Background: an optimization exercise with open tools, aiming at small area. Do not read the settings as production practice.
In this exercise RTL edits were held to simulation tests only and were not proved equivalent to the original.
Power is estimated from default activity; no workload was simulated.

==> flow/design.v (outline; a module is shown in full before it is edited, if it fits) <==
// module mux: 7 lines
// module g_inv: 5 lines
// module g_nand2: 5 lines
// module g_nor2: 5 lines
// module g_and2: 5 lines
// module g_or2: 5 lines
// module g_or3: 5 lines
// module g_xor2: 5 lines
// module g_xnor2: 5 lines
// module g_aoi21: 5 lines
// module g_oai21: 5 lines
// module g_ao21: 5 lines
// module g_oa21: 5 lines
// module g_ao22: 5 lines
// module g_aoi222: 5 lines
// module g_aoi22: 5 lines
// module g_mux2: 5 lines
// module adder: 8 lines
// module FFD_resettable: 10 lines
// module regfile: 35 lines
// module immGenerator: 16 lines
// module alu: 7724 lines
// module datapath: 19 lines
module datapath(clock, reset_, memtoreg, regwrite, aluControl, instr, readDataDMem, zero, pc, aluOut, readData2, selBranch, alusrcA, alusrcB, jump, LSb_aluresult);
  // ...
==> flow/flow/run.sh <==
#!/bin/bash
# Own layout flow: the standard flow, except that the synthesis maps the
# combinational logic with the ABC script in flow/my.abc (area-oriented
# mapping without ABC's buffering and upsizing; OpenROAD repairs timing later).
# Registers are untouched by ABC, so they match the standard synthesis.
set -euo pipefail
W=$(pwd)
cp flow/my.abc "$W/my.abc"
cat > "$W/mysynth.tcl" <<EOT
proc abc {args} {
  set i [lsearch \$args -script]
  if {\$i >= 0} { lset args [expr {\$i+1}] $W/my.abc }
  set i [lsearch \$args -D]
  if {\$i >= 0} { set args [lreplace \$args \$i [expr {\$i+1}]] }
  foreach c {and2_0 or2_0 o21ai_0 a21boi_0} { lappend args -dont_use sky130_fd_sc_hd__\$c }
  yosys abc {*}\$args
}
source $W/synth_recipe.tcl
EOT
export BUFFER_PORTS_ARGS="-buffer_cell sky130_fd_sc_hd__buf_2"
make -C "$FLOW_HOME" DESIGN_CONFIG="$W/config.mk" WORK_HOME="$W/orfs" CLKGATE_MAP_FILE= \
  SYNTH_SCRIPT="$W/mysynth.tcl" synth > "$W/synth.log" 2>&1
bash standard.sh ${FLOW_LOCAL_TARGETS:-} > "$W/layout.log" 2>&1
==> flow/flow/my.abc <==
strash
&get -n
&dch
&nf -R 1000 -p
&put
==> flow/standard.sh <==
#!/bin/bash
# synth_recipe.tcl (not shown) runs the flow's synth.tcl, then flattens the netlist and writes it again
# the make line also repeats each setting of config.mk as NAME=value (left out here)
make -C /OpenROAD-flow-scripts/flow DESIGN_CONFIG=/design/flow/config.mk WORK_HOME=/design/flow/orfs CLKGATE_MAP_FILE= SYNTH_SCRIPT=/design/flow/synth_recipe.tcl "${@:-finish}"
==> flow/config.mk <==
export PLATFORM = sky130hd
export DESIGN_NAME = datapath
export DESIGN_NICKNAME = datapath
export VERILOG_FILES = /design/flow/design.v
export SDC_FILE = /design/flow/constraint.sdc
export NUM_CORES = 4
export LEC_CHECK = 0
export CAP_MARGIN = 20
export CORE_MARGIN = 2
export CORE_UTILIZATION = 40
export SETUP_SLACK_MARGIN = 1.0
export SLEW_MARGIN = 20
export SYNTH_HIERARCHICAL = 1
==> flow/constraint.sdc <==
create_clock -name core_clock -period 150.0 [get_ports {clock}]
set_input_delay 30.0000 -clock core_clock [delete_from_list [all_inputs] [get_ports {clock}]]
set_output_delay 30.0000 -clock core_clock [all_outputs]
set_load 0.01 [all_outputs]
==> flow_summary_export.csv, run 1 <==
group,metric,value,unit
clocking,clk_pin_slew,60,ps
clocking,post-cts-setup-buffers,7,
grt,grt_pass1_wl,458000,um
drt,drt_iter0_drc,15300,
finish,reg_top3,"rf.g.r (992), pcreg.q (32)",
logic_synthesis,syn_avg_cell_area,8.57,um2
timing,finalSetupTns,0,ps
power,p_clk_share,32.4,%
logic_synthesis,async_reset_ff_share,0,%
outcome,status,"complete, no violations",
worst_setup_path,r2r-end,"rf.g_reg[9].r[31]$_DFF_P_",
timing,rsz0062_at_grt,"no",
drt,route.antenna.remaining_nets,0,
timing,setup_slack,7410,ps
worst_setup_path,worst_r2r_path_depth,440,
worst_setup_path,crit_required,120000,ps
die,die_x,407,um
power,swShare,34.7,%
worst_setup_path,worst_setup_path_start_kind,"primary input",
logic_synthesis,yosys-top-cells-area,"dfxtp_1 (32%), a22o_1 (13%), a222oi_1 (9.9%)",
drt,drt-met1-wl,130000,um
die,die_h,407,um
timing,finalClockSkew,25.0,ps
worst_setup_path,rr_startpoint,"rf.g_reg[1].r[2]$_DFF_P_",
finish,seq_cells,1024,
power,power_density,11.2,nW/um2
placement,hpwl,220000,um
finish,final-seq-area,20500,um2
die,rows,147,
logic_synthesis,synth_edf_count,0,
finish,final-clk-cell-share,4.59,%
clocking,clockBufferDepth,3,
finish,fin_util,48.1,%
logic_synthesis,synth_cell_types,34,
clocking,cts_hold_buffers,0,
die,coreArea,161000,um2
worst_setup_path,endpoint_kind,"output port",
drt,met2WireLength,127000,um
worst_setup_path,path_depth,449,
logic_synthesis,synth_top_family_by_area,"compound AO/OA/AOI/OAI gates",
==> module regfile, before the edit <==
module regfile(clock, regWrite, readReg1, readReg2, regDest, writeData, readData1, readData2);
   input clock, regWrite;
   input [4:0] readReg1, readReg2, regDest;
   input [31:0] writeData;
   output [31:0] readData1, readData2;
   wire [31:1] we, s1, s2;
   wire [31:0] x [1:31];
   genvar k, b;
   generate for (k = 1; k < 32; k = k + 1) begin : g_dec
      assign we[k] = regWrite & (regDest == k);
      assign s1[k] = (readReg1 == k);
      assign s2[k] = (readReg2 == k);
   end endgenerate
   generate for (k = 1; k < 32; k = k + 1) begin : g_reg
      reg  [31:0] r;
      wire [31:0] d;
      wire wen = ~we[k];
      for (b = 0; b < 32; b = b + 1) begin : g_b
         g_ao22 u(we[k], writeData[b], wen, r[b], d[b]);
      end
      always @(posedge clock) r <= d;
      assign x[k] = r;
   end endgenerate
   generate for (b = 0; b < 32; b = b + 1) begin : g_rd
      wire [10:0] t1, t2;
      for (k = 0; k < 10; k = k + 1) begin : g_t
         g_aoi222 u1(s1[3*k+1], x[3*k+1][b], s1[3*k+2], x[3*k+2][b], s1[3*k+3], x[3*k+3][b], t1[k]);
         g_aoi222 u2(s2[3*k+1], x[3*k+1][b], s2[3*k+2], x[3*k+2][b], s2[3*k+3], x[3*k+3][b], t2[k]);
      end
      g_nand2 u1(s1[31], x[31][b], t1[10]);
      g_nand2 u2(s2[31], x[31][b], t2[10]);
      assign readData1[b] = ~&t1;
      assign readData2[b] = ~&t2;
   end endgenerate
endmodule
==> module datapath, before the edit <==
module datapath(clock, reset_, memtoreg, regwrite, aluControl, instr, readDataDMem, zero, pc, aluOut, readData2, selBranch, alusrcA, alusrcB, jump, LSb_aluresult);
   input clock, reset_, memtoreg, selBranch, alusrcA, alusrcB, regwrite, jump;
   input [3:0] aluControl;
   input [31:0] instr, readDataDMem;
   output zero, LSb_aluresult;
   output [31:0] pc, aluOut, readData2;
   wire [31:0] pcnext, pcMux, pcInc;
   wire [31:0] immOut, aluinA, aluinB, writeDataRegFile, readData1;
   FFD_resettable #(32) pcreg(clock, reset_, pcnext, pc);
   assign pcInc = selBranch ? immOut : 32'd4;
   adder       pcadd(pc, pcInc, pcMux);
   assign pcnext = jump ? aluOut : pcMux;
   regfile     rf(clock, regwrite, instr[19:15], instr[24:20], instr[11:7], writeDataRegFile, readData1, readData2);
   assign writeDataRegFile = memtoreg ? readDataDMem : aluOut;
   immGenerator immg(instr, immOut);
   assign aluinB = alusrcB ? immOut : readData2;
   assign aluinA = alusrcA ? readData1 : pc;
   alu        alu(aluinA, aluinB, aluControl, aluOut, zero, LSb_aluresult);
endmodule
==> run 2, diff against run 1 <==
--- a/flow/design.v
+++ b/flow/design.v
@@ -103,25 +103,51 @@
       if (!reset_) q <= 0;
       else q <= d;
 endmodule
-module regfile(clock, regWrite, readReg1, readReg2, regDest, writeData, readData1, readData2);
+module regfile(clock, regWrite, readReg1, readReg2, regDest, writeData, readData1, readData2, selA, pc);
    input clock, regWrite;
    input [4:0] readReg1, readReg2, regDest;
    input [31:0] writeData;
    output [31:0] readData1, readData2;
-   wire [31:1] we, s1, s2;
+   input selA;
+   input [31:0] pc;
+   wire [3:0] hw, h1, h2;
+   wire [7:0] lw, l1, l2;
+   genvar k, b, q;
+   generate for (k = 0; k < 4; k = k + 1) begin : g_hi
+      assign hw[k] = regWrite & (regDest[4:3] == k);
+      assign h1[k] = selA & (readReg1[4:3] == k);
+      assign h2[k] = (readReg2[4:3] == k);
+   end endgenerate
+   generate for (k = 0; k < 8; k = k + 1) begin : g_lo
+      assign lw[k] = (regDest[2:0] == k);
+      assign l1[k] = (readReg1[2:0] == k);
+      assign l2[k] = (readReg2[2:0] == k);
+   end endgenerate
+   wire [3:0] hwn = ~hw, h1n = ~h1, h2n = ~h2;
+   wire [7:0] lwn = ~lw, l1n = ~l1, l2n = ~l2;
+   localparam NCP = 1;
+   wire [31:1] we [0:NCP-1];
+   wire [31:1] wen [0:NCP-1];
+   wire [31:1] s1 [0:NCP-1];
+   wire [31:1] s2 [0:NCP-1];
    wire [31:0] x [1:31];
-   genvar k, b;
+   wire [NCP-1:0] pcs;
+   generate for (q = 0; q < NCP; q = q + 1) begin : g_pcs
+      g_inv u(selA, pcs[q]);
+   end endgenerate
    generate for (k = 1; k < 32; k = k + 1) begin : g_dec
-      assign we[k] = regWrite & (regDest == k);
-      assign s1[k] = (readReg1 == k);
-      assign s2[k] = (readReg2 == k);
+      for (q = 0; q < NCP; q = q + 1) begin : g_cp
+         g_nor2  uwe(hwn[k/8], lwn[k%8], we[q][k]);
+         g_nand2 uwn(hw[k/8], lw[k%8], wen[q][k]);
+         g_nor2  us1(h1n[k/8], l1n[k%8], s1[q][k]);
+         g_nor2  us2(h2n[k/8], l2n[k%8], s2[q][k]);
+      end
    end endgenerate
    generate for (k = 1; k < 32; k = k + 1) begin : g_reg
       reg  [31:0] r;
       wire [31:0] d;
-      wire wen = ~we[k];
       for (b = 0; b < 32; b = b + 1) begin : g_b
-         g_ao22 u(we[k], writeData[b], wen, r[b], d[b]);
+         g_ao22 u(we[b*NCP/32][k], writeData[b], wen[b*NCP/32][k], r[b], d[b]);
       end
       always @(posedge clock) r <= d;
       assign x[k] = r;
@@ -129,11 +155,11 @@
    generate for (b = 0; b < 32; b = b + 1) begin : g_rd
       wire [10:0] t1, t2;
       for (k = 0; k < 10; k = k + 1) begin : g_t
-         g_aoi222 u1(s1[3*k+1], x[3*k+1][b], s1[3*k+2], x[3*k+2][b], s1[3*k+3], x[3*k+3][b], t1[k]);
-         g_aoi222 u2(s2[3*k+1], x[3*k+1][b], s2[3*k+2], x[3*k+2][b], s2[3*k+3], x[3*k+3][b], t2[k]);
+         g_aoi222 u1(s1[b*NCP/32][3*k+1], x[3*k+1][b], s1[b*NCP/32][3*k+2], x[3*k+2][b], s1[b*NCP/32][3*k+3], x[3*k+3][b], t1[k]);
+         g_aoi222 u2(s2[b*NCP/32][3*k+1], x[3*k+1][b], s2[b*NCP/32][3*k+2], x[3*k+2][b], s2[b*NCP/32][3*k+3], x[3*k+3][b], t2[k]);
       end
-      g_nand2 u1(s1[31], x[31][b], t1[10]);
-      g_nand2 u2(s2[31], x[31][b], t2[10]);
+      g_aoi22 u1(s1[b*NCP/32][31], x[31][b], pcs[b*NCP/32], pc[b], t1[10]);
+      g_nand2 u2(s2[b*NCP/32][31], x[31][b], t2[10]);
       assign readData1[b] = ~&t1;
       assign readData2[b] = ~&t2;
    end endgenerate
@@ -7885,15 +7911,22 @@
    output zero, LSb_aluresult;
    output [31:0] pc, aluOut, readData2;
    wire [31:0] pcnext, pcMux, pcInc;
-   wire [31:0] immOut, aluinA, aluinB, writeDataRegFile, readData1;
-   FFD_resettable #(32) pcreg(clock, reset_, pcnext, pc);
+   wire [31:0] immOut, aluinA, aluinB, writeDataRegFile;
+   reg [31:0] pc;
+   always @(posedge clock) pc <= pcnext;
+   wire pj  = reset_ & jump;
+   wire pnj = reset_ & ~jump;
    assign pcInc = selBranch ? immOut : 32'd4;
    adder       pcadd(pc, pcInc, pcMux);
-   assign pcnext = jump ? aluOut : pcMux;
-   regfile     rf(clock, regwrite, instr[19:15], instr[24:20], instr[11:7], writeDataRegFile, readData1, readData2);
-   assign writeDataRegFile = memtoreg ? readDataDMem : aluOut;
+   regfile     rf(clock, regwrite, instr[19:15], instr[24:20], instr[11:7], writeDataRegFile, aluinA, readData2, alusrcA, pc);
    immGenerator immg(instr, immOut);
-   assign aluinB = alusrcB ? immOut : readData2;
-   assign aluinA = alusrcA ? readData1 : pc;
+   wire m2r = memtoreg, m2rn = ~memtoreg;
+   wire sb = alusrcB, sbn = ~alusrcB;
+   genvar b;
+   generate for (b = 0; b < 32; b = b + 1) begin : g_mx
+      g_ao22 upc(pj, aluOut[b], pnj, pcMux[b], pcnext[b]);
+      g_ao22 uwd(m2r, readDataDMem[b], m2rn, aluOut[b], writeDataRegFile[b]);
+      g_ao22 usb(sb, immOut[b], sbn, readData2[b], aluinB[b]);
+   end endgenerate
    alu        alu(aluinA, aluinB, aluControl, aluOut, zero, LSb_aluresult);
 endmodule
==> flow_summary_export.csv, run 2 <==
group,metric,value,unit
clocking,cts_buffers,108,
grt,grt_pass1_wl,468000,um
finish,nets,8348,
logic_synthesis,netlist_area,64300,um2
logic_synthesis,muxShareOfSynthArea,0.0175,%
finish,regMostFlops,"rf.g.r",
clocking,cts_root_buffer,"clkbuf_16",
die,die_x,405,um
worst_setup_path,cp_common_cell,"o21ai_2",
clocking,clockBufferDepth,3,
drt,drt_pre_antenna_iters,14,
die,die_h,405,um
logic_synthesis,yosysSeqAreaShare,31.9,%
placement,gp_congestion,1.00,
power,p_total,0.864,mW
logic_synthesis,ys_seq_elements,1024,
logic_synthesis,synth_edf_count,0,
logic_synthesis,synth_compound_area_share,35.6,%
clocking,clk_pin_slew,60,ps
logic_synthesis,syn_avg_cell_area,8.53,um2
timing,setup_viol,0,
die,io_pins,174,
drt,wirelength,335000,um
placement,hpwl,227000,um
timing,worst_pin_slew,1290,ps
logic_synthesis,async_reset_ff_share,0,%
drt,wire_per_inst,31.9,um
worst_setup_path,cp_max_fo,12,
clocking,clkLatencyLatePin,750,ps
grt,grt_max_degree,84,
clocking,cts_tree,"done",
finish,design_area,77300,um2
worst_setup_path,crit_buf_inv,12,
placement,port_buffers,173,
logic_synthesis,synthCells,7539,
logic_synthesis,synth_cell_types,33,
timing,min_period_over_period,95.0,%
grt,grt_pass1_vias,66700,
logic_synthesis,synth_top_area_share,31.9,%
clocking,cts-htree-levels,3,
logic_synthesis,yosys.area_share.simple,16.5,%
finish,layout-drive-gt1-share,13.4,%
grt,grtUsageTotal,38.5,%
outcome,status,"complete, no violations",
logic_synthesis,yosysTopAreaCell,"dfxtp_1",
timing,relSlewSlack,13.6,%
drt,drt_iter0_drc,16100,
timing,final.min_clock_period,142520,ps
logic_synthesis,synthAdderAreaFrac,0.953,%
worst_setup_path,critical_path.max_stage_delay,700,ps
worst_setup_path,critical-path-slowest-cell,"nand4_1",
logic_synthesis,yosys-top-cells-area,"dfxtp_1 (32%), a22o_1 (15%), a222oi_1 (10%)",
drt,vias,73100,
logic_synthesis,synth_ff_type,"dfxtp_1",
logic_synthesis,yosysMostFrequentCell,"a22o_1",
flow_run,drv_cap,0,
die,initial_utilization,40.1,%
timing,hold_viol,0,
clocking,clock_sinks,1024,
finish,reg_top3,"rf.g.r (992), pc (32)",
finish,layout_commonest_cell,"a22o_1",
worst_setup_path,crit_required,120000,ps
worst_setup_path,crit_arrival,112520,ps
die,rows,147,
power,leakagePower,31.5,nW
logic_synthesis,synth_top_family_by_area,"compound AO/OA/AOI/OAI gates",
finish,area_growth,20.2,%
logic_synthesis,synthTopCellsByCount,"a22o_1 (1093), dfxtp_1 (1024), nor2_1 (1010)",
drt,drc,0,
worst_setup_path,worst_setup_path_start_kind,"primary input",
finish,fin_util,48.2,%
timing,drv_slew,0,
finish,mostFrequentLayoutCells,"a22o_1 (1089), dfxtp_1 (1024), nand2_1 (979), nor2_1 (916), a222oi_1 (642)",
drt,route.antenna.remaining_nets,0,
finish,largest_register_ffs,992,
worst_hold_path,worstHoldPathType,"reg -> reg",
worst_setup_path,path_class,"in -> out",
logic_synthesis,synthesis.nets,7646,
logic_synthesis,synth-xor-area-share,14.8,%
placement,post_dp_cell_area,72100,um2
drt,via_per_inst,6.95,
worst_setup_path,crit_family,"compound AO/OA/AOI/OAI gates",
grt,grt-ovfl-total,0,
timing,rsz0062_at_grt,"no",
logic_synthesis,ys_warn_count,9,
timing,max_freq,7.02,MHz
worst_setup_path,endpoint_kind,"output port",
grt,antenna_found_initial,36,
power,vdd_drop_max,0.0104,mV
power,power_density,11.2,nW/um2
timing,finalClockSkew,59.5,ps
die,coreArea,160000,um2
die,die_area,164000,um2
worst_setup_path,rrSetupSlack,67780,ps
## run 2: cell count changes after synthesis, sizes merged, moves of 10 or more
cell / delta
nand2b: -10
nand2: -30
mux2: -128
nor3: -26
nor2: +71
clkinv: -16
and2: -32
a22oi: +32
nand3b: +10
nor3b: -18
a22o: +96
## run 2: worst paths after layout
| kind | from | endpoint | cells past startpoint |
|---|---|---|---|
| min | rf.g_reg[8].r[11]$_DFF_P_ | rf.g_reg[8].r[11]$_DFF_P_ | 1 |
| max | instr[20] | zero | 443 |
| max reg2reg | rf.g_reg[13].r[16]$_DFF_P_ | rf.g_reg[28].r[26]$_DFF_P_ | 434 |
| min reg2reg | rf.g_reg[8].r[11]$_DFF_P_ | rf.g_reg[8].r[11]$_DFF_P_ | 1 |
## run 2: report_power, final
group / internal [mW] / total (mW) / switching, mW
Combinational: 0.0851 / 0.234 / 0.148
Clock: 0.169 / 0.291 / 0.122
Sequential: 0.309 / 0.339 / 0.0303
## run 2: layer usage
| layer | GRT usage, % | up-vias | routed length, um |
|---|---|---|---|
| met2 | 54.9 | 5768 | 135000 |
| li1 | - | 30800 | - |
| met5 | 0.446 | - | 230 |
| met4 | 25.8 | 36 | 25500 |
| met1 | 48.2 | 35200 | 124000 |
| met3 | 14.1 | 1234 | 50000 |
## run 2: what timing repair did
item | CTS | global route
resized for setup | 47 | 172
endpoints found under the setup margin | 34 | 34
gates cloned | 0 | 0
setup buffers | 6 | 14
pin swaps | 8 | 12
hold buffers | 0 | 0
## run 2: area by class of cell
| cell class | count | area (um2) |
|---|---|---|
| Antenna cell | 16 | 40.0 |
| Clock buffer | 152 | 3180 |
| Clock inverter | 49 | 652 |
| Fill cell | 15400 | 82900 |
| Inverter | 38 | 144 |
| Multi-Input combinational cell | 6476 | 45500 |
| Sequential cell | 1024 | 20500 |
| Tap cell | 2160 | 2700 |
| Timing Repair Buffer | 593 | 4610 |
## run 2: modules after synthesis (local to each module, per instance), a selection
| module | cells inside | times used | flops+latches | area, um2 |
|---|---|---|---|---|
| alu | 304 | 1 | 0 | 1630 |
| g_mux2 | 1 | 1 | 0 | 11.3 |
| datapath | 68 | 1 | 32 | 861 |
| g_nor2 | 1 | 889 | 0 | 3.75 |
| g_xnor2 | 1 | 519 | 0 | 8.76 |
| g_ao21 | 1 | 297 | 0 | 7.51 |
| g_or3 | 1 | 1 | 0 | 6.26 |
| immGenerator | 61 | 1 | 0 | 354 |
| g_ao22 | 1 | 1088 | 0 | 8.76 |
| g_aoi21 | 1 | 32 | 0 | 5.00 |
| g_or2 | 1 | 166 | 0 | 6.26 |
| g_inv | 1 | 1 | 0 | 3.75 |
| g_oa21 | 1 | 119 | 0 | 7.51 |
| g_aoi22 | 1 | 32 | 0 | 7.51 |
## run 2: cell families (layout without fill, tap and decap cells)
logic type / after synthesis / after routing
multiplexers: 1 / 1
adder cells (fa/ha/maj): 31 / 31
flip-flops: 1024 / 1024
AND/OR/NAND/NOR: 2489 / 2489
XOR/XNOR: 1090 / 1090
other: 0 / 16
AO/OA/AOI/OAI: 2865 / 2865
buffers and inverters: 39 / 832
## run 2: through the flow
step           instances  setup WS [ps]  hold slack (ps)  TNS, ps
2_1_floorplan       7539           1120              460        0
3_3_place_gp       10200           -841              472    -1360
3_5_place_dp       10300          -3720              477   -53990
4_1_cts            10500           1080              496        0
5_1_grt            10500            492              509        0
6_report           10500           7480              496        0

-- port drivers added, routing unchanged --
Ports are ideal in the flow. The routed layouts listed here were re-timed in OpenROAD. Step 1 assumes that a clkbuf_16 drives the clock port and a buf_2 every other input. Step 2, shift: input delay + t, output delay - t, t = (earliest + latest rising clock arrival at the registers) / 2. This alone moves slack from input paths to output paths. Slacks: ideal ports / drivers / drivers and shift; pairs: ideal ports / drivers.
| run | t (ns) | setup WS [ns] | worst setup path after step 2 |
|---|---|---|---|
| run 1 | 0.766 | 7.410 / 7.375 / 7.375 | input to output |
| run 2 | 0.801 | 7.479 / 7.386 / 7.386 | input to output |
After both steps every run listed still meets setup and hold. For run 2, which loses most, drivers alone change the setup slack by -0.093 ns; drivers and shift together by -0.093 ns.
